Context: an optimization exercise on an open-source flow, tuned for small area. The choices shown serve that exercise and are no tape-out recipe. Only simulation tests tie the RTL to the original design; equivalence was not proved. Power is estimated from default activity; no workload was simulated. The flow treats the clock pin as an ideal source, which a real chip does not have.

==> flow/design.v <==
package general_defines;
    parameter INT_DATA_W = 32;
    parameter POSIT_DATA_W = 8;
    parameter ROB_LENGTH = 16;
    parameter IQ_LENGTH = 8;
    parameter BYPASS_LENGTH = 3;
    parameter PHYS_REG_LENGTH = 64;
    parameter ARCH_REG_LENGTH = 32;
    parameter INSTR_MEM_LENGTH = 256;
    parameter DATA_MEM_LENGTH = 256;
    parameter FETCH_BUFFER_LENGTH = 8;
    parameter PHT_LENGTH = 256; 
    parameter BTB_LENGTH = 64;
    localparam ROB_IDX_W = (ROB_LENGTH > 1) ? $clog2(ROB_LENGTH) : 1;
    localparam IQ_IDX_W = (IQ_LENGTH > 1) ? $clog2(IQ_LENGTH) : 1;
    localparam BYPASS_IDX_W = (BYPASS_LENGTH > 1) ? $clog2(BYPASS_LENGTH) : 1;
    localparam PHYS_REG_IDX_W = (PHYS_REG_LENGTH > 1) ? $clog2(PHYS_REG_LENGTH) : 1;
    localparam ARCH_REG_IDX_W = (ARCH_REG_LENGTH > 1) ? $clog2(ARCH_REG_LENGTH) : 1;
    localparam INSTR_MEM_IDX_W = (INSTR_MEM_LENGTH > 1) ? $clog2(INSTR_MEM_LENGTH) : 1;
    localparam DATA_MEM_IDX_W = (DATA_MEM_LENGTH > 1) ? $clog2(DATA_MEM_LENGTH) : 1;
    localparam FETCH_BUFFER_IDX_W = (FETCH_BUFFER_LENGTH > 1) ? $clog2(FETCH_BUFFER_LENGTH) : 1;
    localparam PHT_IDX_W = (PHT_LENGTH> 1) ? $clog2(PHT_LENGTH) : 1;
    localparam BTB_IDX_W = (BTB_LENGTH > 1) ? $clog2(BTB_LENGTH) : 1;
    typedef struct packed{
        logic valid;
        logic [INSTR_MEM_IDX_W-1:0] pc;
        logic [ARCH_REG_IDX_W-1:0] logical_rd;
        logic [PHYS_REG_IDX_W-1:0] phys_rd;
        logic [PHYS_REG_IDX_W-1:0] old_phys_rd;   
        logic [INT_DATA_W-1:0] result;
        logic done;
        logic is_store;
        logic is_load;
        logic [6:0] opcode;
        logic [2:0] funct3;
        logic [6:0] funct7;
        logic is_branch;
        logic pred_taken;
        logic [INSTR_MEM_IDX_W-1:0] pred_target;
        logic branch_taken;                      
        logic [INSTR_MEM_IDX_W-1:0] branch_target;   
    } rob_entry_t;
    typedef struct packed {
        logic [6:0] opcode;
        logic [INSTR_MEM_IDX_W-1:0] pc;
        logic [PHYS_REG_IDX_W-1:0] phys_rd;
        logic [PHYS_REG_IDX_W-1:0] phys_rs1;
        logic [PHYS_REG_IDX_W-1:0] phys_rs2;
        logic [INT_DATA_W-1:0] imm;
        logic [2:0] fu_type;  
        logic rs1_ready;
        logic rs2_ready;
        logic [INT_DATA_W-1:0] rs1_value;  
        logic [INT_DATA_W-1:0] rs2_value;
        logic valid;
        logic [2:0] funct3;
        logic [6:0] funct7;
        logic [ROB_IDX_W-1:0] rob_idx;
    } iq_entry_t;
    typedef struct packed {
        logic valid;
        logic [PHYS_REG_IDX_W-1:0] phys_rd;
        logic [INT_DATA_W-1:0] result;
    } bypass_entry_t;
endpackage
module bpu_aoi222 (
    input  logic s0, d0,
    input  logic s1, d1,
    input  logic s2, d2,
    output logic y
);
    assign y = ~((s0 & d0) | (s1 & d1) | (s2 & d2));
endmodule
module bpu_sel64 (
    input  logic [63:0] sel,
    input  logic [63:0] d,
    output logic        y
);
    logic [20:0] t;      
    for (genvar g = 0; g < 21; g++) begin : g_aoi
        bpu_aoi222 u (
            .s0(sel[3*g]),   .d0(d[3*g]),
            .s1(sel[3*g+1]), .d1(d[3*g+1]),
            .s2(sel[3*g+2]), .d2(d[3*g+2]),
            .y (t[g])
        );
    end
    assign y = ~(&t) | (sel[63] & d[63]);
endmodule
import general_defines::*;
module bpu (
    input  logic                        clk,
    input  logic                        rst,
    input  logic [INSTR_MEM_IDX_W-1:0]  fetch_pc,
    output logic                        pred_taken,
    output logic                        btb_hit,
    output logic [INSTR_MEM_IDX_W-1:0]  btb_target,
    input  logic                        update_valid,
    input  logic [INSTR_MEM_IDX_W-1:0]  update_pc,
    input  logic                        update_taken,
    input  logic [INSTR_MEM_IDX_W-1:0]  update_target
);
    localparam NS    = BTB_LENGTH;                   
    localparam NB    = PHT_LENGTH / BTB_LENGTH;      
    localparam TAG_W = INSTR_MEM_IDX_W - BTB_IDX_W;  
    logic [PHT_LENGTH-1:0] c1, c0;
    logic [NS-1:0]         valid;
    logic [NS-1:0]         tag    [0:TAG_W-1];
    logic [NS-1:0]         target [0:INSTR_MEM_IDX_W-1];
    logic [NS-1:0] fsel;                             
    always_comb begin
        for (int i = 0; i < NS; i++)
            fsel[i] = (fetch_pc[BTB_IDX_W-1:0] == i[BTB_IDX_W-1:0]);
    end
    logic [NB-1:0] bank1;                            
    for (genvar h = 0; h < NB; h++) begin : g_fbank
        bpu_sel64 u (.sel(fsel), .d(c1[h*NS +: NS]), .y(bank1[h]));
    end
    assign pred_taken = ~bank1[fetch_pc[INSTR_MEM_IDX_W-1:BTB_IDX_W]];
    logic                       r_valid;
    logic [TAG_W-1:0]           r_tag;
    logic [INSTR_MEM_IDX_W-1:0] r_target;
    bpu_sel64 u_rvalid (.sel(fsel), .d(valid), .y(r_valid));
    for (genvar b = 0; b < TAG_W; b++) begin : g_rtag
        bpu_sel64 u (.sel(fsel), .d(tag[b]), .y(r_tag[b]));
    end
    for (genvar b = 0; b < INSTR_MEM_IDX_W; b++) begin : g_rtgt
        bpu_sel64 u (.sel(fsel), .d(target[b]), .y(r_target[b]));
    end
    assign btb_hit    = r_valid && (r_tag == fetch_pc[INSTR_MEM_IDX_W-1:BTB_IDX_W]);
    assign btb_target = btb_hit ? r_target : '0;
    logic [NS-1:0] swe;
    always_comb begin
        for (int i = 0; i < NS; i++)
            swe[i] = rst | (update_valid & (update_pc[BTB_IDX_W-1:0] == i[BTB_IDX_W-1:0]));
    end
    logic [NB-1:0] ub1, ub0;
    for (genvar h = 0; h < NB; h++) begin : g_ubank
        bpu_sel64 u1 (.sel(swe), .d(c1[h*NS +: NS]), .y(ub1[h]));
        bpu_sel64 u0 (.sel(swe), .d(c0[h*NS +: NS]), .y(ub0[h]));
    end
    logic u1, u0, n1, n0;
    assign u1 = ub1[update_pc[INSTR_MEM_IDX_W-1:BTB_IDX_W]];
    assign u0 = ub0[update_pc[INSTR_MEM_IDX_W-1:BTB_IDX_W]];
    always_comb begin
        if (update_taken) begin             
            n1 = u1 & u0;
            n0 = u1 & ~u0;
        end else begin                      
            n1 = u1 | u0;
            n0 = u1 | ~u0;
        end
    end
    logic [NB-1:0] d1, d0;
    always_comb begin
        for (int h = 0; h < NB; h++) begin
            if (rst) begin
                d1[h] = 1'b1;
                d0[h] = 1'b0;
            end else if (update_pc[INSTR_MEM_IDX_W-1:BTB_IDX_W] == h[TAG_W-1:0]) begin
                d1[h] = n1;
                d0[h] = n0;
            end else begin
                d1[h] = ub1[h];
                d0[h] = ub0[h];
            end
        end
    end
    always_ff @(posedge clk) begin
        for (int i = 0; i < NS; i++) begin
            if (swe[i]) begin
                for (int h = 0; h < NB; h++) begin
                    c1[h*NS + i] <= d1[h];
                    c0[h*NS + i] <= d0[h];
                end
            end
            valid[i] <= ~rst & (valid[i] | swe[i]);
            if (swe[i]) begin
                for (int b = 0; b < TAG_W; b++)
                    tag[b][i] <= update_pc[BTB_IDX_W + b];
                for (int b = 0; b < INSTR_MEM_IDX_W; b++)
                    target[b][i] <= update_target[b];
            end
        end
    end
endmodule
==> flow/run.sh <==
#!/bin/bash
# synth_recipe.tcl (not shown) runs the flow's synth.tcl, then flattens the netlist and writes it again
# the make line also repeats each setting of config.mk as NAME=value (left out here)
make -C /OpenROAD-flow-scripts/flow DESIGN_CONFIG=/design/flow/config.mk WORK_HOME=/design/flow/orfs CLKGATE_MAP_FILE= SYNTH_SCRIPT=/design/flow/synth_recipe.tcl finish
==> flow/config.mk <==
export PLATFORM = sky130hd
export DESIGN_NAME = bpu
export DESIGN_NICKNAME = bpu
export VERILOG_FILES = /design/flow/design.v
export SDC_FILE = /design/flow/constraint.sdc
export NUM_CORES = 4
export LEC_CHECK = 0
export CAP_MARGIN = 20
export CORE_MARGIN = 2
export CORE_UTILIZATION = 60
export CTS_BUF_LIST = sky130_fd_sc_hd__clkbuf_4 sky130_fd_sc_hd__clkbuf_8
export CTS_CLUSTER_DIAMETER = 50
export CTS_CLUSTER_SIZE = 20
export SETUP_SLACK_MARGIN = 0.2
export SLEW_MARGIN = 20
export SYNTH_HIERARCHICAL = 1
export SYNTH_MINIMUM_KEEP_SIZE = 0
==> flow/constraint.sdc <==
create_clock -name core_clock -period 8.0 [get_ports {clk}]
set_input_delay 1.6000 -clock core_clock [delete_from_list [all_inputs] [get_ports {clk}]]
set_output_delay 1.6000 -clock core_clock [all_outputs]
set_load 0.01 [all_outputs]
==> run notes, run 1 <==
================================================================================
Mean number of vias per cell                                                7.41
Gpl congestion                                                              1.02
Skew-Pair Late Insertion Delay                                            780 ps
Kind of path behind the tightest hold check                         register to register
Post-synthesis register bit count                                           1216
Synth-to-layout area growth                                                12.5%
Area leader, netlist                                                    edfxtp_1
Number of slew-limit violations in the final report                            0
Number of buffer cells added on primary ports                                 37
Sequential-to-total area share from yosys stat                             81.3%
Post-Syn Nets                                                               2400
Top cell types by occurrence after synthesis                        edfxtp_1 (1152), a222oi_1 (483), nand2_1 (186), nor2_1 (131), nand4_1 (93)
Primary FF master, synth                                                edfxtp_1
# Max-Cap Violations                                                           0
Type of origin of the critical path                                 primary input
Clock root cell                                                         clkbuf_8
DRC viols                                                                      0
Leakage component of the power                                           16.0 nW
Layout Nets                                                                 2684
Kind of cell with the highest combined delay on the critical path   simple AND/OR/NAND/NOR gates
Library cell with the highest instance count after synthesis            edfxtp_1
Detailed-route wire length                                                128 mm
Slew HR                                                                    28.8%
Final Util                                                                 68.1%
Signal arrival time at the worst endpoint                                6060 ps
Fraction of registers with async set or reset after synthesis                 0%
Total global routing overflow                                                  0
Mapped cell area                                                      0.0441 mm2
Number of flops mapped to enable cells by yosys                             1152
Period minus WS final                                                    7660 ps
Worst Path Required                                                      6400 ps
Post-synthesis average cell area                                        18.6 um2
Worst voltage drop across the vdd grid                                    282 uV
Post-CTS setup buffer count                                                    0
Chip Width                                                                275 um
Setup repair after global routing missed its margin                           no
Measured slew at the worst slew-check pin                                1060 ps
DRT antenna net count                                                          0
Fraction of layout cells with a size suffix above 1                        15.6%
Power density over cell area                                          247 mW/mm2
Number of antenna violations at the first check in global routing              2
Worst-path cell chain                                               clkdlybuf4s50_1 > nand2b_2 > nor2_1 > buf_4 > a222oi_1 > nand4_1 > nor4_1 > nand2_1 > mux4_2 > inv_1 > clkdlybuf4s50_1
Worst hold slack after final layout                                       482 ps
Wire length of the first global-routing pass                              182 mm
Detailed-route via count                                                   27459
Clock Skews                                                              36.1 ps
HPWL Detailed                                                            84.3 mm
Total routing usage reported by global routing                             33.9%
Master of the slowest instance on the critical path                       nor4_1
Unique masters post-synth                                                     38
Type of the setup path with the least slack                         primary input to primary output
Final Hold Fails                                                               0
CTS H-Tree Depth                                                               3
Num ports                                                                     38
Crit path largest cell delay                                              810 ps
Setup slack, reg-to-reg                                                  4440 ps
Largest net degree at the start of global routing                             67
Outcome                                                 timing/DRC/antenna clean
Drt pass-1 iters                                                              13
Finish-stage setup viols                                                       0
Mapped Cells                                                                2372
Count of synthesis-stage warnings from yosys                                  11
Die Outline Area                                                      0.0757 mm2
Setup TNS                                                                   0 ps
Area of the core region                                               0.0728 mm2
Top-area cell type share of the netlist area                               78.4%
DRC violation total after the first TritonRoute iteration                   6056
Endpoint class of the critical path                                 primary output
Site row count                                                                99
Max clock buf depth                                                            3
Number of buffers created by CTS                                             106
Post-Place Worst Slack                                                    237 ps
Height of the chip                                                        275 um
Clock transition at the registers of the reported paths                   100 ps
Final cycle utilization of the critical path                               95.7%
Count of fill cells added during filler insertion                           4856
Maximum net fanout on the critical path                                       16
Routed WL per cell                                                       34.6 um
Cells taking the most area after synthesis                          edfxtp_1 (78%), a222oi_1 (11%), dfxtp_1 (2.9%)
Sinks on the clock net                                                      1216
Clock tree from TritonCTS                                                   done
Post-route worst setup slack                                              344 ps
CP Buf/Inv Count                                                               4
Number of global-route vias before repair                                  25651
Most frequent cell on the critical path                             clkdlybuf4s50_1
Top achievable clock speed                                             0.131 GHz
Starting Density                                                           60.6%
================================================================================
-- routing by layer --
layer / vias up / GRT usage, % / share of wire (%)
li1: 11321 / - / -
met1: 13831 / 48.4 / 37
met4: 2 / 14.4 / 4.6
met2: 1999 / 51.1 / 45
met3: 306 / 7.53 / 13
met5: - / 0 / 0.010
-- modules after synthesis (local to each module, per instance) --
module | times used | flip-flops and latches | cells | area, um2
bpu_sel64 | 23 | 0 | 9 | 51.3
bpu | 1 | 1216 | 1682 | 38100
bpu_aoi222 | 483 | 0 | 1 | 10.0
-- tightest hold or removal path: cells and delay by family, from the launching register on --
| family | cells | cell delay [ps] |
|---|---|---|
| DFF | 1 | 340 |
| and+or+nand+nor | 1 | 70 |
| AOI/OAI and AO/OA | 1 | 40 |
-- sequential cells by signal, indices dropped and copies added, names as in the netlist --
register,flops
c0,256
c1,256
tag,128
target,512
valid,64
-- area by class of cell --
type | count | area, um2 | area share, %
antenna | 4 | 10.0 | 0.0202
clock buffer | 112 | 1520 | 3.06
clock inverter | 84 | 1030 | 2.07
inverter | 7 | 26.3 | 0.0529
multi-input combinational | 1097 | 8120 | 16.4
sequential | 1216 | 35900 | 72.3
tap | 959 | 1200 | 2.42
timing repair buffer | 228 | 1850 | 3.74
-- power breakdown --
group	total, mW	internal [mW]	switching (mW)	leakage, nW
clock network	4.05	1.62	2.43	1.28
logic	0.706	0.174	0.532	3.43
registers	7.48	7.37	0.106	11.3
-- per-stage QoR --
step / instances / cell area, um2 / power [mW]
detailed placement: 3506 / 47000 / 8.32
CTS: 3702 / 49600 / 12.3
global placement: 3503 / 47000 / 8.29
finish: 3707 / 49600 / 12.2
global route: 3704 / 49600 / 12.6
floorplan: 2372 / 44100 / 7.89
-- cells by family (layout without fill, tap and decap cells) --
| logic type | Yosys count | after routing | synth area share (%) |
|---|---|---|---|
| AOI/OAI and AO/OA | 587 | 587 | 12.3 |
| xor gates and xnor gates | 2 | 2 | 0.0397 |
| adders and majority gates | 3 | 3 | 0.0681 |
| buffers and inverters | 59 | 431 | 0.624 |
| DFF | 1216 | 1216 | 81.3 |
| muxes | 1 | 1 | 0.0510 |
| other | 0 | 4 | 0 |
| and+or+nand+nor | 504 | 504 | 5.61 |
-- what timing repair did --
item | in CTS | in global routing
resized for setup | 0 | 2
hold buffers | 0 | 0
setup endpoints to repair | 0 | 9
-- placed cells by master (no fill, tap or decap), types with 4 or more instances in the layout --
master and instances:
buf_2 10, a222oi_1 483, bufinv_16 4, nand4_1 93, nor4_1 23, nor2_1 120
clkbuf_4 4, a211oi_1 23, clkinv_8 18, clkinv_4 9, inv_8 26, inv_6 18
inv_1 5, diode_2 4, buf_4 185, and4b_1 4, nor2b_1 6, nand3_1 29
buf_12 5, o21ai_0 4, a21oi_1 64, nand2_1 186, and2_1 8, nor2_2 11
clkbuf_8 108, edfxtp_1 1152, clkdlybuf4s50_1 26, dfxtp_1 64, and4bb_1 6, nor4b_4 4
-- path summary, 6_finish.rpt --
path / endpoint / start / cells after the start
max: pred_taken / fetch_pc[4] / 11
min: valid[43] / valid[43] / 2
max reg2reg: c0[170] / c0[131] / 7
min reg2reg: valid[43] / valid[43] / 2
==> run 2, diff against run 1 <==
--- a/flow/config.mk
+++ b/flow/config.mk
@@ -9,6 +9,6 @@
 export CORE_MARGIN = 2
-export CORE_UTILIZATION = 60
-export CTS_BUF_LIST = sky130_fd_sc_hd__clkbuf_4 sky130_fd_sc_hd__clkbuf_8
-export CTS_CLUSTER_DIAMETER = 50
-export CTS_CLUSTER_SIZE = 20
+export CORE_UTILIZATION = 75
+export CTS_BUF_LIST = sky130_fd_sc_hd__clkbuf_8
+export CTS_CLUSTER_DIAMETER = 80
+export CTS_CLUSTER_SIZE = 16
 export SETUP_SLACK_MARGIN = 0.2
==> run notes, run 2 <==
================================================================================
Outcome                                                 timing/DRC/antenna clean
Setup slack, reg-to-reg                                                  4090 ps
Setup repair after global routing missed its margin                          yes
Number of hold buffers added after cts                                         0
Detailed-route wire length                                                122 mm
Max clock buf depth                                                            3
Total global routing overflow                                                  0
Worst setup endpoint                                                  pred_taken
Skew-Pair Late Insertion Delay                                            740 ps
Worst voltage drop across the vdd grid                                    239 uV
Power density over cell area                                          230 mW/mm2
Worst Path Required                                                      6400 ps
Clock Skews                                                              42.2 ps
Number of antenna violations at the first check in global routing              2
Mapped cell area                                                      0.0441 mm2
Final Util                                                                 82.9%
DRT antenna net count                                                          0
Primary FF master, synth                                                edfxtp_1
Largest Register                                                          target
Leading cell type in the layout, fill and taps excluded                 edfxtp_1
Setup TNS                                                                   0 ps
Number of global-route vias before repair                                  26272
Unique masters post-synth                                                     38
Number of slew-limit violations in the final report                            0
DRC violation total after the first TritonRoute iteration                   7421
Measured slew at the worst slew-check pin                                1140 ps
Maximum net fanout on the critical path                                       15
Detailed-route via count                                                   27903
Post-synthesis register bit count                                           1216
Chip Width                                                                247 um
Slew HR                                                                    23.4%
Source of the critical timing path                                   fetch_pc[5]
Drt pass-1 iters                                                              14
Layout Nets                                                                 2641
HPWL Detailed                                                            79.9 mm
Type of the setup path with the least slack                         primary input to primary output
Worst Reg-to-Reg Cells                                                         7
Number of flops mapped to enable cells by yosys                             1152
Leakage component of the power                                           15.5 nW
Top cell types by occurrence after synthesis                        edfxtp_1 (1152), a222oi_1 (483), nand2_1 (186), nor2_1 (131), nand4_1 (93)
Total routing usage reported by global routing                             40.9%
Synth-to-layout area growth                                                8.81%
Final Hold Fails                                                               0
Area of the core region                                               0.0579 mm2
Wire length of the first global-routing pass                              176 mm
Height of the chip                                                        247 um
DRC viols                                                                      0
Worst reg2reg path startpoint                                            c1[118]
Area leader, netlist                                                    edfxtp_1
Sequential-to-total area share from yosys stat                             81.3%
Kind of path behind the tightest hold check                         register to register
Largest register FFs                                                         512
# Max-Cap Violations                                                           0
Site row count                                                                88
CTS H-Tree Depth                                                               3
Count of fill cells added during filler insertion                           2753
Starting Density                                                           76.2%
Registers with the most flip-flops                                  target x512, c0 x256, c1 x256
Fraction of registers with async set or reset after synthesis                 0%
Clock transition at the registers of the reported paths                   100 ps
Cells taking the most area after synthesis                          edfxtp_1 (78%), a222oi_1 (11%), dfxtp_1 (2.9%)
Top achievable clock speed                                             0.127 GHz
Final cycle utilization of the critical path                               98.4%
Largest net degree at the start of global routing                             71
Routed WL per cell                                                       35.7 um
Number of buffer cells added on primary ports                                 37
Clock root cell                                                         clkbuf_8
Die Outline Area                                                      0.0608 mm2
Count of synthesis-stage warnings from yosys                                  11
Clock tree from TritonCTS                                                   done
Endpoint class of the critical path                                 primary output
Most used cells in the layout excluding fill and tap cells          edfxtp_1 (1152), a222oi_1 (483), nand2_1 (185)
Mapped Cells                                                                2372
Mean number of vias per cell                                                8.13
Period minus WS final                                                    7870 ps
Gpl congestion                                                             0.989
Fraction of layout cells with a size suffix above 1                        11.7%
Post-Syn Nets                                                               2400
Number of buffers created by CTS                                              85
Sinks on the clock net                                                      1216
Critical R2R Capture                                                      c1[69]
Top-area cell type share of the netlist area                               78.4%
Post-synthesis average cell area                                        18.6 um2
Type of origin of the critical path                                 primary input
Finish-stage setup viols                                                       0
Num ports                                                                     38
Signal arrival time at the worst endpoint                                6270 ps
Library cell with the highest instance count after synthesis            edfxtp_1
================================================================================
-- run 2: worst min-delay path by stage --
stage	startpoint	to	slack [ps]	cells past startpoint
after floorplan	valid[0]	valid[0]	440	2
after global placement	valid[60]	valid[60]	450	2
after detailed placement	valid[19]	valid[19]	460	2
after CTS	valid[19]	valid[19]	480	2
after global routing	valid[48]	valid[48]	500	2
final	valid[5]	valid[5]	480	2
-- run 2: cell type report --
| class | count | area, um2 | share of cell area, % |
|---|---|---|---|
| antenna | 3 | 7.51 | 0.0156 |
| clock buffer | 87 | 1200 | 2.49 |
| clock inverter | 52 | 213 | 0.443 |
| inverter | 7 | 26.3 | 0.0547 |
| multi-input combinational | 1097 | 8150 | 17.0 |
| sequential | 1216 | 35900 | 74.7 |
| tap | 765 | 957 | 1.99 |
| timing repair buffer | 206 | 1580 | 3.30 |
-- run 2: logic make-up (layout without fill, tap and decap cells) --
kind of cell               Yosys count  count (layout)  share of synthesized area (%)
DFF                               1216            1216                           81.3
AOI/OAI and AO/OA                  587             587                           12.3
and+or+nand+nor                    504             504                           5.61
buffers and inverters               59             352                          0.624
adders and majority gates            3               3                         0.0681
xor gates and xnor gates             2               2                         0.0397
muxes                                1               1                         0.0510
other                                0               3                              0
-- run 2: where the power goes --
part           switching [mW]  internal, mW
clock                    1.85          1.01
combinational           0.529         0.164
sequential              0.119          7.38
-- run 2: worst max-delay path, stage by stage --
cell and delay, ps:
clkdlybuf4s50_1 640, or2_1 550, nor2_1 130, buf_4 230, a222oi_1 480, nand4_1 410, nor4_1 930, nand2_1 110
mux4_2 520, inv_1 90, clkdlybuf4s50_1 570
-- run 2: what timing repair did --
action | in CTS | in global routing
pin swaps | 0 | 0
resized for setup | 2 | 4
buffers inserted | 0 | 0
setup endpoints to repair | 9 | 2
-- run 2: per-layer routing --
layer	up-vias	wire, um	track usage (%)	share of wire [%]
met2	2861	53900	59.6	44
met5	-	41	0.572	0.033
met4	2	8280	22.4	6.8
li1	11162	-	-	-
met3	431	20600	11.6	17
met1	13447	39700	57.0	32
-- run 2: modules after synthesis (local to each module, per instance) --
module / flip-flops and latches / cell area [um2]
bpu: 1216 / 38100
bpu_aoi222: 0 / 10.0
bpu_sel64: 0 / 51.3
-- run 2: stage by stage --
step                instances  power, mW  area [um2]  setup slack [ps]  hold slack [ps]
floorplan                2372       7.89       44100              1380              436
global placement         3287       8.24       46500               301              447
detailed placement       3289       8.30       46500               147              456
CTS                      3428       11.0       47900               214              481
global route             3433       11.3       48000               187              503
finish                   3433       11.1       48000               125              482
==> run 3, diff against run 2 <==
--- a/flow/config.mk
+++ b/flow/config.mk
@@ -9,3 +9,3 @@
 export CORE_MARGIN = 2
-export CORE_UTILIZATION = 75
+export CORE_UTILIZATION = 60
 export CTS_BUF_LIST = sky130_fd_sc_hd__clkbuf_8
==> run notes, run 3 <==
================================================================================
Synth-to-layout area growth                                                9.82%
Worst Reg-to-Reg Cells                                                         7
Die Outline Area                                                      0.0757 mm2
Top achievable clock speed                                             0.131 GHz
Largest net degree at the start of global routing                             67
Outcome                                                 timing/DRC/antenna clean
Number of global-route vias before repair                                  25377
Top cell types by occurrence after synthesis                        edfxtp_1 (1152), a222oi_1 (483), nand2_1 (186), nor2_1 (131), nand4_1 (93)
Leakage component of the power                                           15.5 nW
Leading cell type in the layout, fill and taps excluded                 edfxtp_1
Clock Skews                                                              34.6 ps
Layout Nets                                                                 2663
Signal arrival time at the worst endpoint                                6050 ps
Number of buffer cells added on primary ports                                 37
Largest register FFs                                                         512
Starting Density                                                           60.6%
Kind of path behind the tightest hold check                         register to register
Measured slew at the worst slew-check pin                                1090 ps
Wire length of the first global-routing pass                              180 mm
Gpl congestion                                                              1.02
Post-Syn Nets                                                               2400
Num ports                                                                     38
Site row count                                                                99
Setup repair after global routing missed its margin                           no
Area of the core region                                               0.0728 mm2
Number of flops mapped to enable cells by yosys                             1152
Slew HR                                                                    27.0%
Height of the chip                                                        275 um
Largest Register                                                          target
Sequential-to-total area share from yosys stat                             81.3%
PnR Total Power                                                          11.1 mW
Post-route worst setup slack                                              346 ps
DRC viols                                                                      0
Primary FF master, synth                                                edfxtp_1
Clock transition at the registers of the reported paths                    90 ps
Kind of cell with the highest combined delay on the critical path   simple AND/OR/NAND/NOR gates
Final cycle utilization of the critical path                               95.7%
Type of origin of the critical path                                 primary input
Total global routing overflow                                                  0
DRT antenna net count                                                          0
Post-Place Worst Slack                                                    237 ps
Setup slack, reg-to-reg                                                  4440 ps
Skew-Pair Late Insertion Delay                                            740 ps
Mapped Cells                                                                2372
Final Hold Fails                                                               0
DRC violation total after the first TritonRoute iteration                   6115
Unique masters post-synth                                                     38
Mean number of vias per cell                                                7.48
Drt pass-1 iters                                                              14
Most frequent cell on the critical path                             clkdlybuf4s50_1
Number of antenna violations at the first check in global routing              6
Count of fill cells added during filler insertion                           4969
Library cell with the highest instance count after synthesis            edfxtp_1
Routed WL per cell                                                       35.0 um
Fraction of registers with async set or reset after synthesis                 0%
Sinks on the clock net                                                      1216
Post-synthesis average cell area                                        18.6 um2
Maximum net fanout on the critical path                                       16
Number of buffers created by CTS                                              85
CP Buf/Inv Count                                                               4
Total routing usage reported by global routing                             33.6%
Endpoint class of the critical path                                 primary output
Setup TNS                                                                   0 ps
Hold-critical path depth                                                       2
Most used cells in the layout excluding fill and tap cells          edfxtp_1 (1152), a222oi_1 (483), nand2_1 (186)
Registers with the most flip-flops                                  target x512, c0 x256, c1 x256
Crit path largest cell delay                                              740 ps
Worst-path cell chain                                               clkdlybuf4s50_1 > nand2b_2 > nor2_1 > buf_4 > a222oi_1 > nand4_1 > nor4_1 > nand2_1 > mux4_2 > inv_1 > clkdlybuf4s50_1
Period minus WS final                                                    7650 ps
Worst voltage drop across the vdd grid                                    172 uV
Number of slew-limit violations in the final report                            0
Area leader, netlist                                                    edfxtp_1
Clock root cell                                                         clkbuf_8
Detailed-route wire length                                                127 mm
Cells taking the most area after synthesis                          edfxtp_1 (78%), a222oi_1 (11%), dfxtp_1 (2.9%)
Post-CTS setup buffer count                                                    0
Top-area cell type share of the netlist area                               78.4%
Finish-stage setup viols                                                       0
Power density over cell area                                          228 mW/mm2
Clock tree from TritonCTS                                                   done
CTS H-Tree Depth                                                               3
HPWL Detailed                                                            84.3 mm
Cell depth of the worst setup path                                            11
# Max-Cap Violations                                                           0
Number of hold buffers added after cts                                         0
Mapped cell area                                                      0.0441 mm2
Worst Path Required                                                      6400 ps
Detailed-route via count                                                   27223
Post-synthesis register bit count                                           1216
Max clock buf depth                                                            3
Chip Width                                                                275 um
Fraction of layout cells with a size suffix above 1                        12.1%
Count of synthesis-stage warnings from yosys                                  11
Master of the slowest instance on the critical path                       nor4_1
Type of the setup path with the least slack                         primary input to primary output
================================================================================
run 3: cell counts after synthesis:
No cell type changed its count.
run 3: what timing repair did:
item                                   CTS  global route
endpoints found under the hold margin    0             0
gates resized for setup                  0             2
setup endpoints to repair                0             4
run 3: worst paths after layout:
kind,from,to
min,valid[5],valid[5]
max,fetch_pc[4],pred_taken
max reg2reg,c1[54],c1[51]
min reg2reg,valid[5],valid[5]
run 3: kinds of logic after synthesis:
group                    after synthesis  share of synthesized area (%)
AO/OA/AOI/OAI                        587                           12.3
XOR/XNOR                               2                         0.0397
adder cells (fa/ha/maj)                3                         0.0681
buffers and inverters                 59                          0.624
flip-flops                          1216                           81.3
multiplexers                           1                         0.0510
AND/OR/NAND/NOR                      504                           5.61
run 3: per-layer routing:
layer / vias up / track usage (%) / part of all wire, %
li1: 11195 / - / -
met1: 13717 / 48.4 / 37
met2: 2004 / 50.4 / 45
met3: 299 / 7.26 / 13
met4: 8 / 14.4 / 4.7
met5: - / 0 / 0.035
run 3: layout make-up:
type	instances	area (um2)	share of cell area (%)
repair buffers	228	1850	3.83
clock buffers	85	1170	2.41
clock inverters	46	210	0.434
flip-flops and latches	1216	35900	74.0
inverters	7	26.3	0.0542
multi-input cells	1097	8120	16.8
diodes	2	5.00	0.0103
well taps	959	1200	2.48
run 3: stage by stage:
step	std cells	hold slack [ps]	util, %	instance area [um2]
detailed placement	3506	454	64.6	47000
finish	3640	482	66.5	48500
global placement	3503	446	64.5	47000
floorplan	2372	436	-	44100
CTS	3637	479	66.5	48400
global route	3640	502	66.5	48500
run 3: worst register-to-register path: cells and delay by family, from the launching register on:
kind / cells / cell delay [ps]
buffers and inverters: 1 / 380
DFF: 1 / 400
and+or+nand+nor: 3 / 1400
AOI/OAI and AO/OA: 3 / 1040
run 3: power breakdown:
part,total [mW],internal [mW],switching [mW]
sequential,7.48,7.37,0.106
clock,2.87,0.996,1.87
combinational,0.707,0.174,0.533
run 3: per-module statistics from Yosys, one instance, submodules excluded:
| module | copies in the design | cell area (um2) | flip-flops and latches | cells |
|---|---|---|---|---|
| bpu_aoi222 | 483 | 10.0 | 0 | 1 |
| bpu_sel64 | 23 | 51.3 | 0 | 9 |
| bpu | 1 | 38100 | 1216 | 1682 |
==> run 4, diff against run 3 <==
==> flow/flow/run.sh (new file) <==
#!/bin/bash
set -uo pipefail
export BUFFER_PORTS_ARGS="-buffer_cell sky130_fd_sc_hd__buf_2"
export RECOVER_POWER=100
bash standard.sh > standard.log 2>&1
==> flow/standard.sh (new file) <==
#!/bin/bash
# synth_recipe.tcl (not shown) runs the flow's synth.tcl, then flattens the netlist and writes it again
# the make line also repeats each setting of config.mk as NAME=value (left out here)
make -C /OpenROAD-flow-scripts/flow DESIGN_CONFIG=/design/flow/config.mk WORK_HOME=/design/flow/orfs CLKGATE_MAP_FILE= SYNTH_SCRIPT=/design/flow/synth_recipe.tcl "${@:-finish}"
removed: flow/run.sh
==> run notes, run 4 <==
==========================================================================================
Outcome                                                                       finished with violations
Checks failing in the layout checks                                           max-capacitance violations, max-slew violations
DRC violation total after the first TritonRoute iteration                             5885
Setup repair after global routing missed its margin                                     no
Mean number of vias per cell                                                          7.52
Post-CTS setup buffer count                                                              0
Most frequent cell on the critical path                                            nand2_1
Power density over cell area                                                    231 mW/mm2
Number of slew-limit violations in the final report                                    837
Share of synthesized cell area in full adder, half adder and majority cells        0.0681%
Post-synthesis share of cell area spent on and, or, nand and nor gates               5.61%
Worst voltage drop across the vdd grid                                              219 uV
Type of the setup path with the least slack                                   primary input to register
DRT antenna net count                                                                    0
Kind of path behind the tightest hold check                                   register to register
Routed WL per cell                                                                 35.7 um
Gpl congestion                                                                        1.02
Finish-stage setup viols                                                                 0
Final Util                                                                           65.3%
Maximum net fanout on the critical path                                                 33
Sinks on the clock net                                                                1216
Compound-gate portion of the synthesized area                                        12.3%
Height of the chip                                                                  275 um
Type of origin of the critical path                                           primary input
Endpoint with the worst hold slack                                               valid[10]
Post-route worst setup slack                                                        622 ps
Area of the core region                                                         0.0728 mm2
DRC viols                                                                                0
Setup slack, reg-to-reg                                                            3940 ps
HPWL Detailed                                                                      83.4 mm
Library cell with the highest instance count after synthesis                      edfxtp_1
Placed Cells incl. Taps                                                               3483
Number of antenna violations at the first check in global routing                        5
Total global routing overflow                                                            0
Primary FF master, synth                                                          edfxtp_1
Sequential-to-total area share from yosys stat                                       81.3%
Total routing usage reported by global routing                                       34.1%
Setup TNS                                                                             0 ps
Most used cells in the layout excluding fill and tap cells                    edfxtp_1 (1152), a222oi_1 (483), nand2_1 (186)
Largest Register                                                                    target
Fraction of layout cells with a size suffix above 1                                  8.02%
Number of hold buffers added after cts                                                   0
Mapped cell area                                                                0.0441 mm2
Post-Place Cell Area                                                            0.0467 mm2
Worst hold slack after final layout                                                 478 ps
Start point of the worst min-delay path                                          valid[10]
Worst reg2reg path startpoint                                                      c0[100]
Top cell types by occurrence after synthesis                                  edfxtp_1 (1152), a222oi_1 (483), nand2_1 (186), nor2_1 (131), nand4_1 (93)
Fraction of registers with async set or reset after synthesis                           0%
Clock root cell                                                                   clkbuf_8
Wire length of the first global-routing pass                                        182 mm
Detailed-route wire length                                                          129 mm
Max clock buf depth                                                                      3
Chip Width                                                                          275 um
Leading cell type in the layout, fill and taps excluded                           edfxtp_1
Top achievable clock speed                                                       0.136 GHz
Worst-path cell chain                                                         clkbuf_1 > nor4b_1 > nand2_1 > nand2_1 > buf_4 > a222oi_1 > nand4_1 > nor4_1 > nand2_1 > inv_1 > maj3_1 > a21oi_1 > clkbuf_2
Top-area cell type share of the netlist area                                         78.4%
Post-Syn Nets                                                                         2400
Mapped Cells                                                                          2372
Skew-Pair Late Insertion Delay                                                      750 ps
Clock tree from TritonCTS                                                             done
Site row count                                                                          99
Post-Place Worst Slack                                                             1040 ps
Measured slew at the worst slew-check pin                                          3770 ps
Final standard cell area without fillers                                        0.0476 mm2
Drt pass-1 iters                                                                        10
Signal arrival time at the worst endpoint                                          7780 ps
# Max-Cap Violations                                                                    18
Layout Cells excl Fill                                                                3610
Final Hold Fails                                                                         0
Post-synthesis register bit count                                                     1216
Number of flops mapped to enable cells by yosys                                       1152
Leakage component of the power                                                     15.0 nW
Period minus WS final                                                              7380 ps
Clock transition at the registers of the reported paths                             100 ps
Unique masters post-synth                                                               38
Crit path largest cell delay                                                       2500 ps
Layout Nets                                                                           2640
Largest net degree at the start of global routing                                       71
Count of synthesis-stage warnings from yosys                                            11
Worst Reg-to-Reg Cells                                                                   7
Number of buffer cells added on primary ports                                           37
Die Outline Area                                                                0.0757 mm2
Multiplexer fraction of the synthesized cell area                                  0.0510%
Hold-critical path depth                                                                 2
Synth-to-layout area growth                                                          7.85%
Master of the slowest instance on the critical path                                nor4b_1
Detailed-route via count                                                             27145
Number of global-route vias before repair                                            25294
Largest family of logic cells by synthesized area                             compound AO/OA/AOI/OAI gates
Clock Skews                                                                        41.9 ps
Final cycle utilization of the critical path                                         92.2%
Endpoint class of the critical path                                               register
Worst Path Required                                                                8400 ps
Post-cts sizing count                                                                    0
Slew HR                                                                              -151%
Post-synthesis average cell area                                                  18.6 um2
Xor and xnor fraction of the mapped netlist area                                   0.0397%
Starting Density                                                                     60.6%
Area leader, netlist                                                              edfxtp_1
Number of buffers created by CTS                                                        85
Num ports                                                                               38
Largest register FFs                                                                   512
Cells taking the most area after synthesis                                    edfxtp_1 (78%), a222oi_1 (11%), dfxtp_1 (2.9%)
CTS H-Tree Depth                                                                         3
PnR Total Power                                                                    11.0 mW
Registers with the most flip-flops                                            target x512, c0 x256, c1 x256
Critical R2R Capture                                                                c0[95]
==========================================================================================
run 4: worst max-delay path by stage:
stage,slack (ps),start,cells past startpoint,end
4_1_cts,1040,fetch_pc[5],11,btb_target[0]
3_5_place_dp,1040,fetch_pc[5],11,btb_target[0]
6_report,620,update_pc[3],13,c0[95]
5_1_grt,550,update_pc[3],11,c1[205]
3_3_place_gp,1110,fetch_pc[0],12,btb_target[5]
2_1_floorplan,1380,update_pc[0],10,c1[0]
run 4: logic make-up (layout without fill, tap and decap cells):
| group | Yosys count | in the layout |
|---|---|---|
| flops | 1216 | 1216 |
| compound gates | 587 | 587 |
| simple gates | 504 | 504 |
| buf+inv | 59 | 331 |
| fa+ha+maj | 3 | 3 |
| xor+xnor | 2 | 2 |
| mux | 1 | 1 |
| other cells | 0 | 7 |
run 4: layout make-up:
type	instances	area, um2
antenna	7	17.5
clock buffer	86	1180
clock inverter	33	143
fill	5061	25200
inverter	7	26.3
multi-input combinational	1097	8020
sequential	1216	35900
tap	959	1200
timing repair buffer	205	1120
run 4: where the power goes:
| group | leakage (nW) | total (mW) | internal [mW] | switching [mW] |
|---|---|---|---|---|
| logic | 2.91 | 0.645 | 0.128 | 0.517 |
| clock network | 0.787 | 2.84 | 0.992 | 1.85 |
| registers | 11.3 | 7.50 | 7.39 | 0.108 |
| total | 15.0 | 11.0 | 8.51 | 2.47 |
run 4: per-module statistics from Yosys, one instance, submodules excluded:
| module | cells | cell area, um2 | flops+latches | copies in the design |
|---|---|---|---|---|
| bpu_aoi222 | 1 | 10.0 | 0 | 483 |
| bpu_sel64 | 9 | 51.3 | 0 | 23 |
| bpu | 1682 | 38100 | 1216 | 1 |
run 4: worst max-delay path, delay by kind of cell:
kind | cells | cell delay (ps)
AO/OA/AOI/OAI | 2 | 400
buffers and inverters | 4 | 1460
AND/OR/NAND/NOR | 6 | 3930
adder cells (fa/ha/maj) | 1 | 340
run 4: metal layers:
metal	routed length, um	share of wire [%]	vias to the layer above	global-route usage [%]
li1	-	-	11150	-
met1	47100	37	13762	47.5
met2	60300	47	1928	53.1
met3	14900	12	303	6.59
met4	6620	5.1	2	15.4
met5	12	0.0093	-	0
==> run 5, diff against run 4 <==
==> flow/flow/run.sh (replaced) <==
#!/bin/bash
# The standard layout (the standard.sh, standard synthesis unchanged),
# with port buffers of a plain buffer cell instead of the default delay
# buffer. The whole make output goes to standard.log in this folder.
set -uo pipefail
export BUFFER_PORTS_ARGS="-buffer_cell sky130_fd_sc_hd__buf_2"
bash standard.sh > standard.log 2>&1
--- a/flow/config.mk
+++ b/flow/config.mk
@@ -9,3 +9,3 @@
 export CORE_MARGIN = 2
-export CORE_UTILIZATION = 60
+export CORE_UTILIZATION = 75
 export CTS_BUF_LIST = sky130_fd_sc_hd__clkbuf_8
==> run notes, run 5 <==
================================================================================
Synth-to-layout area growth                                                8.32%
Worst Path Required                                                      6400 ps
# Max-Cap Violations                                                           0
Routed WL per cell                                                       36.6 um
Highest-utilization routing layer at the global route stage                 met2
DRT antenna net count                                                          0
Setup slack, reg-to-reg                                                  3870 ps
Area leader, netlist                                                    edfxtp_1
Worst hold slack after final layout                                       486 ps
Number of antenna violations at the first check in global routing              6
Top achievable clock speed                                             0.138 GHz
Num ports                                                                     38
Critical R2R Capture                                                      c1[36]
Mapped cell area                                                      0.0441 mm2
Max clock buf depth                                                            3
Sinks on the clock net                                                      1216
GR Layer Usage met1                                                        59.6%
Period minus WS final                                                    7220 ps
Library cell with the highest instance count after synthesis            edfxtp_1
Final cycle utilization of the critical path                               90.3%
Clock tree from TritonCTS                                                   done
Number of global-route vias before repair                                  26040
Number of hold buffers added after cts                                         0
Post-Place Cell Area                                                  0.0463 mm2
Placed Cells incl. Taps                                                     3280
Power density over cell area                                          231 mW/mm2
Wire length of the first global-routing pass                              179 mm
Area of the core region                                               0.0579 mm2
Met2 Track Usage GR                                                        61.6%
Source of the critical timing path                                   fetch_pc[4]
Outcome                                                 timing/DRC/antenna clean
Most used cells in the layout excluding fill and tap cells          edfxtp_1 (1152), a222oi_1 (483), nand2_1 (185)
Signal arrival time at the worst endpoint                                5620 ps
Type of origin of the critical path                                 primary input
CTS H-Tree Depth                                                               3
Mean number of vias per cell                                                8.14
Total routing usage reported by global routing                             42.1%
HPWL Detailed                                                            79.7 mm
Largest net degree at the start of global routing                             71
Gpl congestion                                                             0.980
Worst reg2reg path startpoint                                              c0[3]
Unique masters post-synth                                                     38
Endpoint class of the critical path                                 primary output
Number of buffers created by CTS                                              85
Kind of path behind the tightest hold check                         register to register
Drt pass-1 iters                                                              13
Measured slew at the worst slew-check pin                                1190 ps
Chip Width                                                                247 um
Post-synthesis register bit count                                           1216
Layout Nets                                                                 2631
Post-route worst setup slack                                              779 ps
Skew-Pair Late Insertion Delay                                            760 ps
Total global routing overflow                                                  0
Setup repair after global routing missed its margin                           no
Slew HR                                                                    20.4%
Leading cell type in the layout, fill and taps excluded                 edfxtp_1
Endpoint with the worst hold slack                                     valid[16]
DRC viols                                                                      0
Die Outline Area                                                      0.0608 mm2
Worst Reg-to-Reg Cells                                                         7
Fraction of layout cells with a size suffix above 1                        11.8%
Final Util                                                                 82.5%
Top cell types by occurrence after synthesis                        edfxtp_1 (1152), a222oi_1 (483), nand2_1 (186), nor2_1 (131), nand4_1 (93)
Largest register FFs                                                         512
Count of fill cells added during filler insertion                           2775
Detailed-route wire length                                                125 mm
Post-cts sizing count                                                          0
Primary FF master, synth                                                edfxtp_1
PnR Total Power                                                          11.0 mW
Number of flops mapped to enable cells by yosys                             1152
Registers with the most flip-flops                                  target x512, c0 x256, c1 x256
Finish-stage setup viols                                                       0
Start point of the worst min-delay path                                valid[16]
Top-area cell type share of the netlist area                               78.4%
Worst voltage drop across the vdd grid                                    226 uV
Clock transition at the registers of the reported paths                   110 ps
Post-synthesis average cell area                                        18.6 um2
Clock Skews                                                              47.2 ps
Sequential-to-total area share from yosys stat                             81.3%
Detailed-route via count                                                   27870
Post-Syn Nets                                                               2400
Clock root cell                                                         clkbuf_8
Met3 track demand over resource                                            13.0%
Leakage component of the power                                           15.5 nW
Fraction of registers with async set or reset after synthesis                 0%
Final standard cell area without fillers                              0.0478 mm2
Height of the chip                                                        247 um
Post-CTS setup buffer count                                                    0
Largest Register                                                          target
Cells taking the most area after synthesis                          edfxtp_1 (78%), a222oi_1 (11%), dfxtp_1 (2.9%)
DRC violation total after the first TritonRoute iteration                   7730
Count of synthesis-stage warnings from yosys                                  11
Number of slew-limit violations in the final report                            0
Hold-critical path depth                                                       2
Setup TNS                                                                   0 ps
Post-Place Worst Slack                                                    962 ps
Maximum net fanout on the critical path                                       16
Layout Cells excl Fill                                                      3425
Number of buffer cells added on primary ports                                 37
Final Hold Fails                                                               0
Starting Density                                                           76.2%
Site row count                                                                88
Mapped Cells                                                                2372
Type of the setup path with the least slack                         primary input to primary output
================================================================================
[run 5: cell counts after synthesis]
No cell type changed its count.
[run 5: report_power, final]
part           internal (mW)  switching, mW
clock                   1.02           1.86
sequential              7.38          0.118
combinational          0.146          0.521
total                   8.55           2.50
[run 5: layout make-up]
type	instances	area [um2]	share of cell area (%)
Antenna cell	4	10.0	0.0209
Clock buffer	88	1210	2.53
Clock inverter	52	210	0.440
Inverter	7	26.3	0.0550
Multi-Input combinational cell	1097	8100	17.0
Sequential cell	1216	35900	75.1
Tap cell	765	957	2.00
Timing Repair Buffer	196	1400	2.93
[run 5: critical path: stages]
cell and delay [ps]:
buf_2 150, or2_1 650, nor2_1 140, buf_4 250
a222oi_1 630, nand4_1 370, nor4_1 930, nand2_1 130
mux4_2 540, inv_1 90, buf_2 130
[run 5: metal layers]
layer | up-vias | share of wire [%]
met5 | - | 0.050
met4 | 8 | 5.5
met3 | 400 | 17
met2 | 2856 | 45
met1 | 13468 | 32
li1 | 11138 | -
[run 5: worst max path at each step]
stage | to | depth (start not counted)
floorplan | c1[0] | 10
global placement | pred_taken | 10
detailed placement | pred_taken | 10
CTS | pred_taken | 10
global route | pred_taken | 10
finish | pred_taken | 11
[run 5: Yosys stat by module (local to each module, per instance)]
module	cell area, um2	copies in the design	flip-flops and latches	cells inside
bpu_sel64	51.3	23	0	9
bpu	38100	1	1216	1682
bpu_aoi222	10.0	483	0	1
[run 5: cells by family (layout without fill, tap and decap cells)]
kind of cell	after synthesis	after routing	synth area share, %
buf+inv	59	343	0.624
flops	1216	1216	81.3
xor+xnor	2	2	0.0397
other cells	0	4	0
compound gates	587	587	12.3
simple gates	504	504	5.61
mux	1	1	0.0510
fa+ha+maj	3	3	0.0681
==> run 6, diff against run 5 <==
==> flow/flow/run.sh (replaced) <==
#!/bin/bash
set -uo pipefail
export BUFFER_PORTS_ARGS="-buffer_cell sky130_fd_sc_hd__buf_2"
export CTS_ARGS="-sink_clustering_enable -repair_clock_nets -sink_clustering_size 30 -sink_clustering_max_diameter 80 -buf_list sky130_fd_sc_hd__clkbuf_16 -dont_use_dummy_load"
bash standard.sh > standard.log 2>&1
==> run notes, run 6 <==
==========================================================================================
Height of the chip                                                                  247 um
Area of the core region                                                         0.0579 mm2
Slew HR                                                                              18.4%
Maximum net fanout on the critical path                                                 16
Post-route worst setup slack                                                        673 ps
DRC violation total after the first TritonRoute iteration                             8183
Detailed-route via count                                                             27937
Chip Width                                                                          247 um
Largest family of logic cells by synthesized area                             compound AO/OA/AOI/OAI gates
Number of global-route vias before repair                                            25983
Top cell types by occurrence after synthesis                                  edfxtp_1 (1152), a222oi_1 (483), nand2_1 (186), nor2_1 (131), nand4_1 (93)
Number of buffers created by CTS                                                        47
Post-CTS setup buffer count                                                              0
Leakage component of the power                                                     15.1 nW
Measured slew at the worst slew-check pin                                          1220 ps
Xor and xnor fraction of the mapped netlist area                                   0.0397%
Number of hold buffers added after cts                                                   0
Area used by multi-input combinational logic                                   0.00810 mm2
Endpoint class of the critical path                                           primary output
Post-Syn Nets                                                                         2400
Post-synthesis register bit count                                                     1216
Registers with the most flip-flops                                            target x512, c0 x256, c1 x256
Type of origin of the critical path                                           primary input
Site row count                                                                          88
Worst voltage drop across the vdd grid                                              222 uV
Library cell with the highest instance count after synthesis                      edfxtp_1
Number of slew-limit violations in the final report                                      0
Sequential cell area                                                            0.0359 mm2
Routed WL per cell                                                                 38.0 um
Unique masters post-synth                                                               38
Top achievable clock speed                                                       0.136 GHz
Max clock buf depth                                                                      3
Post-Place Worst Slack                                                              962 ps
Kind of path behind the tightest hold check                                   register to register
Setup TNS                                                                             0 ps
Cells taking the most area after synthesis                                    edfxtp_1 (78%), a222oi_1 (11%), dfxtp_1 (2.9%)
Total global routing overflow                                                            0
Post-cts sizing count                                                                    0
Starting Density                                                                     76.2%
Critical R2R Capture                                                               c1[216]
Layout Nets                                                                           2593
Fraction of registers with async set or reset after synthesis                           0%
Total routing usage reported by global routing                                       42.5%
Largest register FFs                                                                   512
Final Hold Fails                                                                         0
Fraction of layout cells with a size suffix above 1                                  10.5%
Top-area cell type share of the netlist area                                         78.4%
Power density over cell area                                                    231 mW/mm2
DRT antenna net count                                                                    0
HPWL Detailed                                                                      79.7 mm
Synth-to-layout area growth                                                          7.74%
Gpl congestion                                                                       0.980
Sinks on the clock net                                                                1216
Sequential-to-total area share from yosys stat                                       81.3%
DRC viols                                                                                0
CTS H-Tree Depth                                                                         2
Count of fill cells added during filler insertion                                     2804
Mean number of vias per cell                                                          8.39
Clock root cell                                                                  clkbuf_16
Largest Register                                                                    target
Compound-gate portion of the synthesized area                                        12.3%
Worst reg2reg path startpoint                                                      c0[234]
Most used cells in the layout excluding fill and tap cells                    edfxtp_1 (1152), a222oi_1 (483), nand2_1 (185)
Skew-Pair Late Insertion Delay                                                      660 ps
Die Outline Area                                                                0.0608 mm2
Area leader, netlist                                                              edfxtp_1
Post-synthesis share of cell area spent on and, or, nand and nor gates               5.61%
Clock tree from TritonCTS                                                             done
Finish-stage setup viols                                                                 0
Primary FF master, synth                                                          edfxtp_1
Largest net degree at the start of global routing                                       71
Num ports                                                                               38
Number of antenna violations at the first check in global routing                        4
Mapped Cells                                                                          2372
Share of synthesized cell area in full adder, half adder and majority cells        0.0681%
Period minus WS final                                                              7330 ps
Type of the setup path with the least slack                                   primary input to primary output
Post-synthesis average cell area                                                  18.6 um2
Drt pass-1 iters                                                                        12
Worst Path Required                                                                6400 ps
Mapped cell area                                                                0.0441 mm2
Clock transition at the registers of the reported paths                             110 ps
Setup repair after global routing missed its margin                                     no
Multiplexer fraction of the synthesized cell area                                  0.0510%
# Max-Cap Violations                                                                     0
Detailed-route wire length                                                          127 mm
Count of synthesis-stage warnings from yosys                                            11
Number of flops mapped to enable cells by yosys                                       1152
Setup slack, reg-to-reg                                                            3820 ps
Number of buffer cells added on primary ports                                           37
Final cycle utilization of the critical path                                         91.6%
Clock Skews                                                                        76.5 ps
Wire length of the first global-routing pass                                        181 mm
Source of the critical timing path                                             fetch_pc[5]
Signal arrival time at the worst endpoint                                          5730 ps
Outcome                                                           timing/DRC/antenna clean
Worst Reg-to-Reg Cells                                                                   7
Leading cell type in the layout, fill and taps excluded                           edfxtp_1
Worst setup endpoint                                                            pred_taken
==========================================================================================
## run 6: cell counts after synthesis
Identical to the previous run, type by type.
## run 6: power by group
group          switching (mW)  internal (mW)
combinational           0.525          0.146
clock                    1.73           1.06
sequential              0.121           7.38
## run 6: stage by stage
step | hold WS, ps | instance area (um2) | total power [mW] | std cells | util (%)
floorplan | 436 | 44100 | 7.89 | 2372 | -
global placement | 446 | 46300 | 8.22 | 3279 | 79.9
detailed placement | 457 | 46300 | 8.28 | 3280 | 80.0
CTS | 484 | 47500 | 10.9 | 3327 | 82.0
global route | 505 | 47500 | 11.2 | 3328 | 82.1
finish | 482 | 47500 | 11.0 | 3329 | 82.1
## run 6: final cells by class
| type | instances | share of cell area (%) |
|---|---|---|
| Timing Repair Buffer | 196 | 2.95 |
| Sequential cell | 1216 | 75.5 |
| Tap cell | 765 | 2.01 |
| Antenna cell | 1 | 0.00526 |
| Inverter | 7 | 0.0553 |
| Multi-Input combinational cell | 1097 | 17.0 |
| Clock buffer | 47 | 2.47 |
## run 6: worst min path at each step
stage                         start         to  slack, ps  cells after the start
after global routing      valid[16]  valid[16]        510                      2
after detailed placement  valid[49]  valid[49]        460                      2
after CTS                 valid[16]  valid[16]        480                      2
after floorplan            valid[0]   valid[0]        440                      2
final                     valid[16]  valid[16]        480                      2
after global placement    valid[48]  valid[48]        450                      2
## run 6: logic make-up (layout without fill, tap and decap cells)
logic type               count (synthesis)  in the layout
adder cells (fa/ha/maj)                  3              3
multiplexers                             1              1
XOR/XNOR                                 2              2
other                                    0              1
flip-flops                            1216           1216
buffers and inverters                   59            250
AO/OA/AOI/OAI                          587            587
AND/OR/NAND/NOR                        504            504
## run 6: per-module statistics from Yosys (local to each module, per instance)
| module | cells | cell area [um2] | flops+latches | times used |
|---|---|---|---|---|
| bpu | 1682 | 38100 | 1216 | 1 |
| bpu_sel64 | 9 | 51.3 | 0 | 23 |
| bpu_aoi222 | 1 | 10.0 | 0 | 483 |
## run 6: metal layers
metal | vias to the layer above | routed length (um) | GRT usage [%]
li1 | 11019 | - | -
met1 | 13566 | 39900 | 60.1
met2 | 2954 | 56300 | 62.7
met5 | - | 45 | 0
met4 | 6 | 7500 | 19.0
met3 | 392 | 22800 | 12.6
## run 6: worst max-delay path, stage by stage
cell      delay (ps)
buf_2            110
nand2b_1         700
nor2_1           440
a222oi_1         670
nand4_1          310
nor4_1           960
nand2_1          120
mux4_2           550
inv_1            110
buf_2            130
==> run 7, diff against run 6 <==
==> flow/flow/run.sh (replaced) <==
#!/bin/bash
set -uo pipefail
export BUFFER_PORTS_ARGS="-buffer_cell sky130_fd_sc_hd__buf_2"
export CTS_ARGS="-sink_clustering_enable -repair_clock_nets -sink_clustering_size 16 -sink_clustering_max_diameter 80 -buf_list sky130_fd_sc_hd__clkbuf_8 -dont_use_dummy_load"
bash standard.sh > standard.log 2>&1
==> run notes, run 7 <==
================================================================================
Total global routing overflow                                                  0
Wire length of the first global-routing pass                              179 mm
Number of hold buffers added after cts                                         0
Setup repair after global routing missed its margin                           no
Clock root cell                                                         clkbuf_8
Gpl congestion                                                             0.980
Outcome                                                 timing/DRC/antenna clean
Final standard cell area without fillers                              0.0475 mm2
Worst-path cell chain                                               buf_2 > nand2b_1 > nor2_1 > a222oi_1 > nand4_1 > nor4_1 > nand2_1 > mux4_2 > inv_1 > buf_2
Crit path largest cell delay                                              970 ps
Primary FF master, synth                                                edfxtp_1
Signal arrival time at the worst endpoint                                5750 ps
Number of global-route vias before repair                                  25950
Number of slew-limit violations in the final report                            0
Type of origin of the critical path                                 primary input
Post-synthesis average cell area                                        18.6 um2
Critical R2R Capture                                                      c1[36]
Synth-to-layout area growth                                                7.76%
Post-Place Cell Area                                                  0.0463 mm2
Worst Path Required                                                      6400 ps
HPWL Detailed                                                            79.7 mm
Worst Reg-to-Reg Cells                                                         7
Slew HR                                                                    21.6%
Fraction of registers with async set or reset after synthesis                 0%
DRC viols                                                                      0
Max clock buf depth                                                            3
Final Hold Fails                                                               0
Mapped Cells                                                                2372
Skew-Pair Late Insertion Delay                                            750 ps
# Max-Cap Violations                                                           0
Reported net switching power                                             2.41 mW
Detailed-route wire length                                                125 mm
Post-cts sizing count                                                          0
Largest register FFs                                                         512
Top cell types by occurrence after synthesis                        edfxtp_1 (1152), a222oi_1 (483), nand2_1 (186), nor2_1 (131), nand4_1 (93)
Area leader, netlist                                                    edfxtp_1
Number of flops mapped to enable cells by yosys                             1152
Num ports                                                                     38
DRT antenna net count                                                          0
Registers with the most flip-flops                                  target x512, c0 x256, c1 x256
Chip Width                                                                247 um
Leakage component of the power                                           15.2 nW
Clock transition at the registers of the reported paths                   100 ps
Kind of path behind the tightest hold check                         register to register
Maximum net fanout on the critical path                                       16
Setup TNS                                                                   0 ps
Cells taking the most area after synthesis                          edfxtp_1 (78%), a222oi_1 (11%), dfxtp_1 (2.9%)
Clock tree from TritonCTS                                                   done
Type of the setup path with the least slack                         primary input to primary output
Post-Syn Nets                                                               2400
Master of the slowest instance on the critical path                       nor4_1
Endpoint class of the critical path                                 primary output
Number of buffer cells added on primary ports                                 37
Top-area cell type share of the netlist area                               78.4%
DRC violation total after the first TritonRoute iteration                   7615
Sequential-to-total area share from yosys stat                             81.3%
Count of fill cells added during filler insertion                           2815
CTS H-Tree Depth                                                               3
Post-synthesis register bit count                                           1216
PnR Total Power                                                          10.9 mW
Worst voltage drop across the vdd grid                                    227 uV
Largest Register                                                          target
Count of synthesis-stage warnings from yosys                                  11
Starting Density                                                           76.2%
Start point of the worst min-delay path                                valid[44]
Portion of total power attributed to the clock network                     25.1%
Post-route worst setup slack                                              647 ps
Leading cell type in the layout, fill and taps excluded                 edfxtp_1
Period minus WS final                                                    7350 ps
Top achievable clock speed                                             0.136 GHz
Area of the core region                                               0.0579 mm2
Site row count                                                                88
Finish-stage setup viols                                                       0
Height of the chip                                                        247 um
Mapped cell area                                                      0.0441 mm2
Total routing usage reported by global routing                             41.9%
Measured slew at the worst slew-check pin                                1170 ps
Post-Place Worst Slack                                                    962 ps
Number of antenna violations at the first check in global routing             10
Routed WL per cell                                                       37.0 um
Layout Nets                                                                 2631
Post-CTS setup buffer count                                                    0
Sinks on the clock net                                                      1216
Mean number of vias per cell                                                8.27
CP Buf/Inv Count                                                               3
Endpoint with the worst hold slack                                     valid[44]
Detailed-route via count                                                   27899
Clock Skews                                                              79.2 ps
Library cell with the highest instance count after synthesis            edfxtp_1
Internal power component                                                 8.48 mW
Largest net degree at the start of global routing                             71
Die Outline Area                                                      0.0608 mm2
Layout Cells excl Fill                                                      3372
Sequential fraction of design power                                        68.8%
Worst reg2reg path startpoint                                              c0[3]
Number of buffers created by CTS                                              85
Final cycle utilization of the critical path                               91.9%
Setup slack, reg-to-reg                                                  3840 ps
Unique masters post-synth                                                     38
Most used cells in the layout excluding fill and tap cells          edfxtp_1 (1152), a222oi_1 (483), nand2_1 (185)
Sw Ratio                                                                   22.2%
Placed Cells incl. Taps                                                     3280
Drt pass-1 iters                                                              11
Most frequent cell on the critical path                                    buf_2
Power density over cell area                                          229 mW/mm2
Hold-critical path depth                                                       2
Fraction of layout cells with a size suffix above 1                        11.8%
Kind of cell with the highest combined delay on the critical path   simple AND/OR/NAND/NOR gates
Combinational share of power                                                6.1%
================================================================================
==> run 7: cell counts after synthesis <==
Identical to the previous run, type by type.
==> run 7: tightest hold or removal path, delay by kind of cell, from the launching register on <==
kind	cells	cell delay, ps
and+or+nand+nor	1	70
DFF	1	340
AOI/OAI and AO/OA	1	40
==> run 7: area by class of cell <==
| cell class | instances | area (um2) | area share, % |
|---|---|---|---|
| sequential | 1216 | 35900 | 75.5 |
| tap | 765 | 957 | 2.01 |
| clock buffer | 85 | 1170 | 2.46 |
| inverter | 7 | 26.3 | 0.0553 |
| multi-input combinational | 1097 | 8100 | 17.0 |
| timing repair buffer | 196 | 1400 | 2.95 |
| antenna | 6 | 15.0 | 0.0316 |
==> run 7: metal layers <==
layer	global-route usage (%)	up-vias	wire [um]
met5	0	-	75
met4	19.0	10	7080
met3	13.2	395	22200
met2	61.1	2853	55300
met1	59.3	13547	39900
li1	-	11094	-
==> run 7: how the worst max path moves through the flow <==
stage,start,endpoint,slack [ps],depth (start not counted)
6_report,fetch_pc[5],pred_taken,650,10
5_1_grt,fetch_pc[5],pred_taken,780,10
3_5_place_dp,fetch_pc[5],pred_taken,960,10
2_1_floorplan,update_pc[0],c1[0],1380,10
3_3_place_gp,fetch_pc[5],pred_taken,1020,10
4_1_cts,fetch_pc[5],pred_taken,960,10
==> run 7: per-module statistics from Yosys, one instance, submodules excluded <==
module,cells,flops+latches,times used
bpu,1682,1216,1
bpu_sel64,9,0,23
bpu_aoi222,1,0,483
==> run 7: power groups by stage <==
stage	Sequential [mW]	Combinational, mW	Clock [mW]
2_1_floorplan	7.59	0.301	0
4_1_cts	7.49	0.641	2.73
3_5_place_dp	7.64	0.640	0
3_3_place_gp	7.61	0.618	0
5_1_grt	7.52	0.683	2.93
6_report	7.49	0.667	2.73
==> run 7: through the flow <==
stage          util (%)  hold WS [ps]
2_1_floorplan         -           436
3_3_place_gp       79.9           446
3_5_place_dp       80.0           457
4_1_cts            82.0           482
5_1_grt            82.1           505
6_report           82.1           486
==> run 7: cell families (layout without fill, tap and decap cells) <==
group / count (synthesis) / in the layout / synth area share, %
compound gates: 587 / 587 / 12.3
xor+xnor: 2 / 2 / 0.0397
fa+ha+maj: 3 / 3 / 0.0681
buf+inv: 59 / 288 / 0.624
flops: 1216 / 1216 / 81.3
mux: 1 / 1 / 0.0510
other cells: 0 / 6 / 0
simple gates: 504 / 504 / 5.61
==> run 8, diff against run 7 <==
==> flow/flow/run.sh (replaced) <==
#!/bin/bash
set -uo pipefail
here=$(pwd)
export BUFFER_PORTS_ARGS="-buffer_cell sky130_fd_sc_hd__buf_2"
export CTS_ARGS="-sink_clustering_enable -repair_clock_nets -sink_clustering_size 16 -sink_clustering_max_diameter 80 -buf_list sky130_fd_sc_hd__clkbuf_8 -dont_use_dummy_load"
export PRE_GLOBAL_PLACE_TCL="$here/flow/pre_gpl.tcl"
bash standard.sh > standard.log 2>&1
==> flow/flow/pre_gpl.tcl (new file) <==
# Remove the buffers synthesis inserted, as ORFS does before timing-driven
# global placement; repair_design after placement buffers what needs it.
remove_buffers
--- a/flow/config.mk
+++ b/flow/config.mk
@@ -13,3 +13,4 @@
 export CTS_CLUSTER_SIZE = 16
-export SETUP_SLACK_MARGIN = 0.2
+export GPL_TIMING_DRIVEN = 0
+export SETUP_SLACK_MARGIN = 0.05
 export SLEW_MARGIN = 20
==> run notes, run 8 <==
================================================================================
Outcome                                                 timing/DRC/antenna clean
Total routing usage reported by global routing                             37.9%
Starting Density                                                           76.2%
Top routing layer in use                                                    met5
Sequential-to-total area share from yosys stat                             81.3%
Mapped Cells                                                                2372
Wire length on met2                                                      52.2 mm
Measured slew at the worst slew-check pin                                1250 ps
Largest net degree at the start of global routing                             72
Endpoint class of the critical path                                 primary output
Worst Path Required                                                      6400 ps
Unique masters post-synth                                                     38
DRC viols                                                                      0
Number of antenna violations at the first check in global routing             14
Chip Width                                                                247 um
Detailed-route wire length                                                114 mm
Leakage component of the power                                           14.5 nW
Num ports                                                                     38
DRC violation total after the first TritonRoute iteration                   6712
Clock root cell                                                         clkbuf_8
Post-CTS setup buffer count                                                    0
Skew-Pair Late Insertion Delay                                            730 ps
Detailed-route via count                                                   26623
Final Hold Fails                                                               0
Die Outline Area                                                      0.0608 mm2
DRT antenna net count                                                          0
Cell depth of the worst setup path                                            11
Total global routing overflow                                                  0
Fraction of registers with async set or reset after synthesis                 0%
Area of the core region                                               0.0579 mm2
Count of synthesis-stage warnings from yosys                                  11
Post-synthesis average cell area                                        18.6 um2
Post-cts sizing count                                                          0
Mapped cell area                                                      0.0441 mm2
Setup repair after global routing missed its margin                           no
Worst hold slack after final layout                                       484 ps
Leading cell type in the layout, fill and taps excluded                 edfxtp_1
Synth-to-layout area growth                                                6.61%
Number of buffer cells added on primary ports                                 37
Fraction of layout cells with a size suffix above 1                        11.6%
Met1 routed wirelength after detailed routing                            37.6 mm
Registers with the most flip-flops                                  target x512, c0 x256, c1 x256
Kind of path behind the tightest hold check                         register to register
Height of the chip                                                        247 um
Slew HR                                                                    16.0%
Library cell with the highest instance count after synthesis            edfxtp_1
Mean number of vias per cell                                                8.24
Type of origin of the critical path                                 primary input
Clock Skews                                                              35.2 ps
Max clock buf depth                                                            3
Post-Place Cell Area                                                  0.0458 mm2
Wire length of the first global-routing pass                              164 mm
Gpl congestion                                                             0.968
Crit path largest cell delay                                             1070 ps
CTS H-Tree Depth                                                               3
Cells taking the most area after synthesis                          edfxtp_1 (78%), a222oi_1 (11%), dfxtp_1 (2.9%)
Most used cells in the layout excluding fill and tap cells          edfxtp_1 (1152), a222oi_1 (483), nand2_1 (128)
Top achievable clock speed                                             0.127 GHz
Worst Reg-to-Reg Cells                                                         7
Primary FF master, synth                                                edfxtp_1
Sinks on the clock net                                                      1216
Hold-critical path depth                                                       2
Largest register FFs                                                         512
Worst voltage drop across the vdd grid                                    198 uV
# Max-Cap Violations                                                           0
Number of buffers created by CTS                                              85
Number of hold buffers added after cts                                         0
Placed Cells incl. Taps                                                     3138
Site row count                                                                88
Post-Syn Nets                                                               2400
Type of the setup path with the least slack                         primary input to primary output
================================================================================
-- run 8: cell families after synthesis --
family,after synthesis,synth area share (%)
AOI/OAI and AO/OA,587,12.3
xor gates and xnor gates,2,0.0397
adders and majority gates,3,0.0681
buffers and inverters,59,0.624
DFF,1216,81.3
muxes,1,0.0510
and+or+nand+nor,504,5.61
-- run 8: layout make-up --
cell class	instances	area (um2)	share of cell area [%]
inverters	7	28.8	0.0612
multi-input cells	1097	8410	17.9
diodes	7	17.5	0.0372
well taps	765	957	2.03
flip-flops and latches	1216	35900	76.3
repair buffers	55	582	1.24
clock buffers	85	1170	2.49
-- run 8: final timing paths --
check | from | endpoint | slack (ps)
min reg2reg | valid[37] | valid[37] | 480
min | valid[37] | valid[37] | 480
max | fetch_pc[5] | btb_target[2] | 130
max reg2reg | c0[246] | c0[215] | 3670
-- run 8: modules after synthesis, one instance, submodules excluded --
module      cell area, um2  copies in the design  flops+latches  cells inside
bpu                  38100                     1           1216          1682
bpu_sel64             51.3                    23              0             9
bpu_aoi222            10.0                   483              0             1
-- run 8: metal layers --
layer | vias to the layer above | GRT usage, %
met4 | 14 | 19.1
met5 | - | 0
met2 | 2450 | 57.6
met3 | 396 | 9.95
met1 | 12951 | 52.1
li1 | 10812 | -
-- run 8: through the flow --
stage | util (%) | setup WS, ps | total power, mW | TNS, ps
floorplan | - | 1380 | 7.89 | 0
global placement | 77.7 | -4010 | 8.16 | -1338320
detailed placement | 79.0 | 486 | 8.24 | 0
CTS | 81.0 | 488 | 10.8 | 0
global route | 81.2 | 123 | 11.1 | 0
finish | 81.2 | 128 | 10.8 | 0
-- run 8: where the power goes --
group	switching [mW]	total [mW]	internal [mW]	leakage [nW]
Clock	1.75	2.71	0.954	0.611
Combinational	0.498	0.627	0.130	2.65
Sequential	0.108	7.49	7.38	11.3
Total	2.36	10.8	8.46	14.5
-- run 8: worst min-delay path: stages (launching register included) --
cell and delay, ps:
dfxtp_1 350, a21oi_1 40, nor2_1 70

[afterwards: timing with drivers on the ports]
Ports are ideal in the flow. The routed layouts listed here were re-timed in OpenROAD.
Step 1, drivers: a clkbuf_16 drives clk and a buf_2 each remaining input, both assumed.
Step 2, shift: input delay + t, output delay - t, t = (earliest + latest rising clock arrival at the registers) / 2. This alone moves slack from input paths to output paths.
a / b / c = no drivers / after step 1 / after step 2; a / b = the first two.
run	t, ns	slack for setup (ns)	latest minus earliest clock arrival (ns)
run 1	0.827	0.344 / 0.317 / 0.317	0.037 / 0.036
run 2	0.783	0.125 / 0.097 / 0.097	0.042 / 0.042
run 3	0.785	0.346 / 0.308 / 0.308	0.042 / 0.042
run 4	0.784	0.622 / 0.577 / -0.175	0.042 / 0.041
run 5	0.802	0.779 / 0.671 / 0.671	0.048 / 0.049
run 6	0.685	0.673 / 0.572 / 0.572	0.078 / 0.078
run 7	0.778	0.647 / 0.538 / 0.538	0.081 / 0.081
run 8	0.771	0.128 / 0.052 / 0.052	0.038 / 0.038
For run 4, which loses most, drivers alone change the setup slack by -0.045 ns; drivers and shift together by -0.797 ns.
